From an optimization exercise on the open Yosys and OpenROAD flow, aimed at small area and a short achievable clock period; shortcuts taken in it are not production practice. In this exercise RTL edits were held to simulation tests only and were not proved equivalent to the original. Power and IR drop assume default switching activity.

## design/flow/run.sh

```bash
#!/bin/bash
# synth_recipe.tcl (not shown) runs the flow's synth.tcl, then flattens the netlist and writes it again
# the make line also repeats each setting of config.mk as NAME=value (left out here)
make -C /OpenROAD-flow-scripts/flow DESIGN_CONFIG=/design/flow/config.mk WORK_HOME=/design/flow/orfs CLKGATE_MAP_FILE= SYNTH_SCRIPT=/design/flow/synth_recipe.tcl finish
```

## design/flow/design.v

```verilog
module CPU(
	input sysclk,
	input cpu_resetn,
	output [31:0] imem_addr,
	input  [31:0] imem_rdata,
	output [31:0] dmem_addr,
	output [31:0] dmem_wdata,
	output [3:0]  dmem_wen_n,
	input  [31:0] dmem_rdata,
	output uart_tx
);
	wire [31:0] ins = imem_rdata;
	wire [6:0] op = ins[6:0];
	wire [2:0] f3 = ins[14:12];
	wire [4:0] ra = ins[19:15];
	wire [4:0] rb = ins[24:20];
	wire [4:0] rd = ins[11:7];
	wire alt = ins[30];
	wire is_lui    = (op == 7'b0110111);
	wire is_auipc  = (op == 7'b0010111);
	wire is_jal    = (op == 7'b1101111);
	wire is_jalr   = (op == 7'b1100111);
	wire is_branch = (op == 7'b1100011);
	wire is_load   = (op == 7'b0000011);
	wire is_store  = (op == 7'b0100011);
	wire is_opimm  = (op == 7'b0010011);
	wire is_op     = (op == 7'b0110011);
	wire [31:0] imm_i = {{20{ins[31]}}, ins[31:20]};
	wire [31:0] imm_s = {{20{ins[31]}}, ins[31:25], ins[11:7]};
	wire [31:0] imm_b = {{20{ins[31]}}, ins[7], ins[30:25], ins[11:8], 1'b0};
	wire [31:0] imm_u = {ins[31:12], 12'b0};
	wire [31:0] imm_j = {{12{ins[31]}}, ins[19:12], ins[20], ins[30:21], 1'b0};
	reg  [31:0] pc;
	wire [31:0] a, b, wd;
	wire we = ~(is_branch | is_store);
	reg_file reg_file0(
		.clk(sysclk),
		.ra(ra), .rb(rb), .rd(rd),
		.we(we), .wd(wd),
		.a(a), .b(b)
	);
	wire [31:0] addr = a + (is_store ? imm_s : imm_i);
	assign dmem_addr = addr;
	assign dmem_wdata = b;
	assign dmem_wen_n = ~({4{is_store}} & ((f3 == 3'b000) ? 4'b0001 :
	                                       (f3 == 3'b001) ? 4'b0011 :
	                                       (f3 == 3'b010) ? 4'b1111 : 4'b0000));
	wire use_b = is_op | is_branch;
	wire [31:0] bsel = use_b ? b : (is_jalr ? imm_j : imm_i);
	wire slt_op = (f3 == 3'b010) | (f3 == 3'b011);
	wire sub = is_branch | ((is_op | is_opimm) & slt_op) | (is_op & (f3 == 3'b000) & alt);
	wire [32:0] sum = {1'b0, a} + {1'b0, bsel ^ {32{sub}}} + {32'b0, sub};
	wire ltu = ~sum[32];
	wire lt = (a[31] ^ bsel[31]) ? a[31] : ltu;
	wire eq = (a == bsel);
	wire shl = ~f3[2];
	wire [4:0] shamt = is_op ? b[4:0] : rb;
	reg  [31:0] a_rev, sr_rev;
	integer k;
	always @(*) for (k = 0; k < 32; k = k + 1) a_rev[k] = a[31-k];
	wire [31:0] sin = shl ? a_rev : a;
	wire fill = ~shl & alt & a[31];
	wire [63:0] sr64 = {{32{fill}}, sin} >> shamt;
	wire [31:0] sr = sr64[31:0];
	always @(*) for (k = 0; k < 32; k = k + 1) sr_rev[k] = sr[31-k];
	wire [31:0] shres = shl ? sr_rev : sr;
	reg [31:0] alu;
	always @(*) begin
		case (f3)
			3'b000: alu = sum[31:0];
			3'b010: alu = {31'b0, lt};
			3'b011: alu = {31'b0, ltu};
			3'b100: alu = a ^ bsel;
			3'b110: alu = a | bsel;
			3'b111: alu = a & bsel;
			default: alu = shres;
		endcase
	end
	reg [31:0] hc;
	wire [31:0] rmem = (addr == 32'hffffff00) ? hc : dmem_rdata;
	wire ld_mem = (f3 == 3'b000) | (f3 == 3'b001) | (f3 == 3'b010) | (f3 == 3'b100) | (f3 == 3'b101);
	wire [31:0] ldv = (f3[1:0] == 2'b00) ? {{24{rmem[7] & ~f3[2]}}, rmem[7:0]} :
	                  (f3[1:0] == 2'b01) ? {{16{rmem[15] & ~f3[2]}}, rmem[15:0]} : rmem;
	wire [31:0] pc4 = pc + 32'd4;
	wire [31:0] pcimm = pc + (is_branch ? imm_b : is_jal ? imm_j : imm_u);
	assign wd = (is_lui) ? imm_u :
	            (is_auipc) ? pcimm :
	            (is_jal | is_jalr) ? pc4 :
	            (is_load) ? (ld_mem ? ldv : addr) :
	            (is_op | is_opimm) ? alu : 32'b0;
	reg cond;
	always @(*) begin
		case (f3)
			3'b000: cond = eq;
			3'b001: cond = ~eq;
			3'b100: cond = lt;
			3'b101: cond = ~lt;
			3'b110: cond = ltu;
			3'b111: cond = ~ltu;
			default: cond = 1'b0;
		endcase
	end
	wire taken = is_branch & cond & (pcimm != 32'b0);
	wire [31:0] nextpc = (is_jal | taken) ? pcimm : is_jalr ? sum[31:0] : pc4;
	always @(posedge sysclk or negedge cpu_resetn) begin
		if (!cpu_resetn) pc <= 32'h00008000;
		else pc <= nextpc;
	end
	assign imem_addr = pc;
	always @(posedge sysclk or negedge cpu_resetn) begin
		if (!cpu_resetn) hc <= 32'd0;
		else hc <= hc + 32'd1;
	end
	wire uart_we = is_store & (f3 == 3'b000 | f3 == 3'b001 | f3 == 3'b010) & (addr == 32'hf6fff070);
	uart uart0(
		.clk(sysclk),
		.resetn(cpu_resetn),
		.we(uart_we),
		.data(b[7:0]),
		.uart_tx(uart_tx)
	);
endmodule
module reg_file (
	input clk,
	input [4:0] ra, rb, rd,
	input we,
	input [31:0] wd,
	output reg [31:0] a, b
);
	reg [31:0] regs [1:31];
	integer i;
	always @(*) begin
		a = 32'b0;
		b = 32'b0;
		for (i = 1; i < 32; i = i + 1) begin
			a = a | ({32{ra == i}} & regs[i]);
			b = b | ({32{rb == i}} & regs[i]);
		end
	end
	genvar g;
	generate for (g = 1; g < 32; g = g + 1) begin : w
		always @(posedge clk)
			if (we & (rd == g)) regs[g] <= wd;
	end endgenerate
endmodule
module uart (
	input clk,
	input resetn,
	input we,
	input [7:0] data,
	output reg uart_tx
);
	reg [3:0] bitcount;
	reg [8:0] shifter;
	wire sending = |bitcount;
	wire busy = |bitcount[3:1];
	reg [12:0] d;
	wire ser_clk = ~d[12];
	always @(posedge clk or negedge resetn) begin
		if (!resetn) d <= 13'd0;
		else d <= d + (ser_clk ? -13'd3113 : 13'd12);
	end
	always @(posedge clk or negedge resetn) begin
		if (!resetn) begin
			uart_tx <= 1'b1;
			bitcount <= 4'd0;
		end else begin
			if (sending & ser_clk) begin
				uart_tx <= shifter[0];
				bitcount <= bitcount - 4'd1;
			end else if (we & ~busy) begin
				bitcount <= 4'd11;
			end
		end
	end
	always @(posedge clk) begin
		if (sending & ser_clk) shifter <= {1'b1, shifter[8:1]};
		else if (we & ~busy) shifter <= {data, 1'b0};
	end
endmodule
```

## design/flow/config.mk

```make
export PLATFORM = sky130hd
export DESIGN_NAME = CPU
export DESIGN_NICKNAME = CPU
export VERILOG_FILES = /design/flow/design.v
export SDC_FILE = /design/flow/constraint.sdc
export NUM_CORES = 4
export LEC_CHECK = 0
export CAP_MARGIN = 20
export CORE_MARGIN = 2
export CORE_UTILIZATION = 40
export PLACE_DENSITY = 0.6
export SETUP_SLACK_MARGIN = 0.5
export SLEW_MARGIN = 20
```

## design/flow/constraint.sdc

```tcl
create_clock -name core_clock -period 12.0 [get_ports {sysclk}]
set_input_delay 2.4000 -clock core_clock [delete_from_list [all_inputs] [get_ports {sysclk}]]
set_output_delay 2.4000 -clock core_clock [all_outputs]
set_load 0.01 [all_outputs]
```

==> notes.md <==
report_power, final:
| group | total (mW) | internal [mW] | switching, mW |
|---|---|---|---|
| logic | 2.98 | 0.991 | 1.99 |
| registers | 4.33 | 4.20 | 0.135 |
| clock network | 3.78 | 2.14 | 1.65 |
| total | 11.1 | 7.33 | 3.77 |
kinds of logic after synthesis:
kind of cell | Yosys count | share of synthesized area (%)
buffers and inverters | 550 | 3.96
and+or+nand+nor | 1929 | 16.7
muxes | 148 | 2.85
adders and majority gates | 172 | 3.45
xor gates and xnor gates | 156 | 2.16
DFF | 1083 | 50.8
AOI/OAI and AO/OA | 1678 | 20.1
cells in the mapped netlist, types with 110 or more instances:
| cell | n |
|---|---|
| nand3_1 | 285 |
| clkbuf_1 | 223 |
| edfxtp_1 | 1000 |
| nor2_1 | 326 |
| a21oi_1 | 206 |
| inv_1 | 122 |
| and3_1 | 354 |
| buf_2 | 110 |
| o21ai_0 | 134 |
| a22oi_1 | 420 |
| a221oi_1 | 112 |
| nand4_1 | 161 |
| ha_1 | 168 |
| xnor2_1 | 113 |
| nand2_1 | 331 |
timing repair:
| item | CTS | global route |
|---|---|---|
| gates resized for setup | 0 | 3 |
| hold endpoints to repair | 0 | 0 |
| setup endpoints to repair | 0 | 2 |
routing by layer:
layer	global-route usage [%]	vias up	wire length, um
li1	-	23400	-
met1	50.7	29800	121000
met2	63.0	6431	149000
met3	16.8	2131	53500
met4	35.6	36	39400
met5	0.387	-	487
cell usage in the layout, fill, tap and decap left out, types with 53 or more instances in the layout:
cell                n
xnor2_1           113
dfrtp_1            80
nor3_1             71
clkdlybuf4s50_1   155
edfxtp_1         1000
buf_4             317
nor2_1            253
a21o_1             83
o21ai_0           133
a22o_1            100
clkbuf_16         115
inv_1             121
a2111oi_0          84
a211oi_1           53
nor2_4             79
nand2_1           331
a22oi_1           420
ha_1              168
mux2i_1           100
a221oi_1          111
a21oi_1           203
nand4_1           161
nand3_1           285
and3_1            353
worst min-delay path by stage:
stage	slack (ns)	depth (start not counted)	endpoint
5_1_grt	0.52	1	hc[18]
3_3_place_gp	0.47	1	uart0.d[0]
4_1_cts	0.48	1	uart0.d[11]
3_5_place_dp	0.47	1	uart0.d[11]
2_1_floorplan	0.44	2	uart0.shifter[8]
6_report	0.48	1	uart0.d[0]
through the flow:
step	util, %	total power [mW]	hold WS, ns	cell area (um^2)
5_1_grt	46.4	11.3	0.519	72700
3_3_place_gp	43.9	7.26	0.466	68700
6_report	46.5	11.1	0.484	72800
4_1_cts	46.4	11.0	0.483	72600
3_5_place_dp	43.9	7.26	0.470	68700
2_1_floorplan	-	5.90	0.440	63200
flip-flops by register name (all words and copies together) (netlist names):
register,count
pc,32
reg_file0.regs,992
uart0.bitcount,4
hc,32
uart0.shifter,9
uart0.uart_tx,1
uart0.d,13
worst register-to-register path, delay by kind of cell (launching register included):
family	cells	cell delay (ns)
buffers and inverters	2	0.67
AO/OA/AOI/OAI	8	3.25
AND/OR/NAND/NOR	6	1.77
adder cells (fa/ha/maj)	1	0.45
multiplexers	2	0.64
flip-flops	1	0.50
XOR/XNOR	1	0.46
layout make-up:
cell class,instances,area share [%]
diodes,24,0.0825
multi-input cells,4083,40.4
well taps,2058,3.54
flip-flops and latches,1083,44.1
clock inverters,80,1.35
clock buffers,138,4.10
repair buffers,490,5.80
inverters,126,0.650
==> notes.md <==
status no timing/DRC/antenna violations; critical-path maximum fanout 43; maximum VDD drop 0.140 mV; fill cell count 14.3k; 1st-iter DRT viols 13.3k; Syn. warnings 4; number of synthesized flops with an enable pin 1000; final hold vios 0; row count 145; Final period util 95.9%; syn nets 5954; Fin Setup TNS 0 ns; vias in the first global route 57.0k; Mapped Avg Cell Area 11.1 um^2; reported max-cap violation count 0; clk root buf clkbuf_16; cts hold-fix bufs 0; Post-Route WL 363 mm; Clock Pin Slew Worst Setup and Hold Paths 0.06 ns; Cells after DPL 7838; pwr/cell area 153 nW/um^2; area of the multi-input gates 29400 um^2; final worst slack 0.496 ns; start of the worst register-to-register path reg_file0.regs[3][3]; Setup crit end kind output port; Clock Skews 0.119 ns; register area 32100 um^2; Leakage 26.7 nW; remaining antenna violation count 0; part of the Yosys area used for sequential elements 50.8%; hold_sp uart0.d[0]; Synth Instances 5716; CTS buffer count 115; Die H 401 um; Arr. time, crit path 9.10 ns; crit path kind in -> out; Bufs on Longest Clock Path 3; # nets final 6137; die width 401 um; critical path's top delay family simple AND/OR/NAND/NOR gates; insertion delay of the later-clocked pin in the worst-skew pair 0.83 ns; # H-tree levels 3; first-pass GRT wire length 484 mm; CTS tree done; crit path from imem_rdata[19]; die area 161000 um^2; clock sinks 1083; Synth top area share 47.5%; antenna violations before repair 31; Worst path max stage delay 0.82 ns; GP Congestion 1.07; unrepaired setup endpoints after global routing no; Crit-path slowest cell nand4_1; Max Clk Rate 86.9 MHz; GRT Util Overall 43.4%; largest net degree at the start of global routing 78; number of synthesized register bits 1083; fin cells 8082; synth top area cells edfxtp_1, a22oi_1, and3_1, ha_1, dfrtp_1; grt total ovfl 0; post-route minimum period 11.50 ns; ys flop type edfxtp_1; Hold Path Class reg -> reg; vias 61.7k; WP data required 9.60 ns; largest area contributor in the synthesized netlist edfxtp_1; Slew HR 9.98%; Slew @ Worst Pin 1.35 ns; worst slack at placement 0.778 ns; Via density 7.64; Final HPWL DP 242 mm; Setup Viol. Count Final 0; Worst setup endpoint dmem_addr[31]; Bufs and invs on worst path 3; drt first pass iters 10; reg2reg path depth 20; io pins 167; Final Max Tran Viols 0; CP startpoint kind input port; Synth async-reset ratio 7.57%; drt drc 0; Levels on crit path 16; Post-CTS Setup Bufs 0; Cell Chain, Critical Path buf_4 -> and3b_2 -> buf_4 -> and3_1 -> a2111oi_0 -> and4_1 -> nand4_1 -> ha_1 -> nand4_1 -> a211oi_1 -> o21ai_1 -> a2111oi_0 -> nor3_1 -> o21ai_0 -> nor2b_1 -> clkdlybuf4s50_1; Layout area overhead 15.1%; reg2reg setup slack 3.94 ns; Netlist cell types 128; WL per Instance 44.9 um; layout cells sized above 1 13.1%; area of the core 157000 um^2; Starting Density 40.4%; r2r endpoint reg_file0.regs[18][17]; Mapped Area 63200 um^2; PortBufs 166

-- static timing again, ports no longer ideal --
Ports are ideal in the flow. The routed layout listed here was re-timed in OpenROAD. Step 1 (the two cells are an assumption about what drives the block):
set clk [get_ports {sysclk}]
set_driving_cell -lib_cell sky130_fd_sc_hd__clkbuf_16 $clk
set_driving_cell -lib_cell sky130_fd_sc_hd__buf_2 [delete_from_list [all_inputs] $clk]
Step 2 also shifts input and output timing later by t, the mid clock arrival at the registers, as if the neighbouring blocks saw the same clock. a / b / c = no drivers / after step 1 / after step 2; a / b = the first two.
t (ns): 0.864
setup slack, ns: 0.496 / 0.470 / 0.459
worst register clock-pin slew, ns: 0.07 / 0.07
worst data-port slew with drivers (ns): 0.06
After both steps setup and hold are still met in this run. The setup slack of this run moves by -0.026 ns with the drivers and by -0.037 ns with both steps.
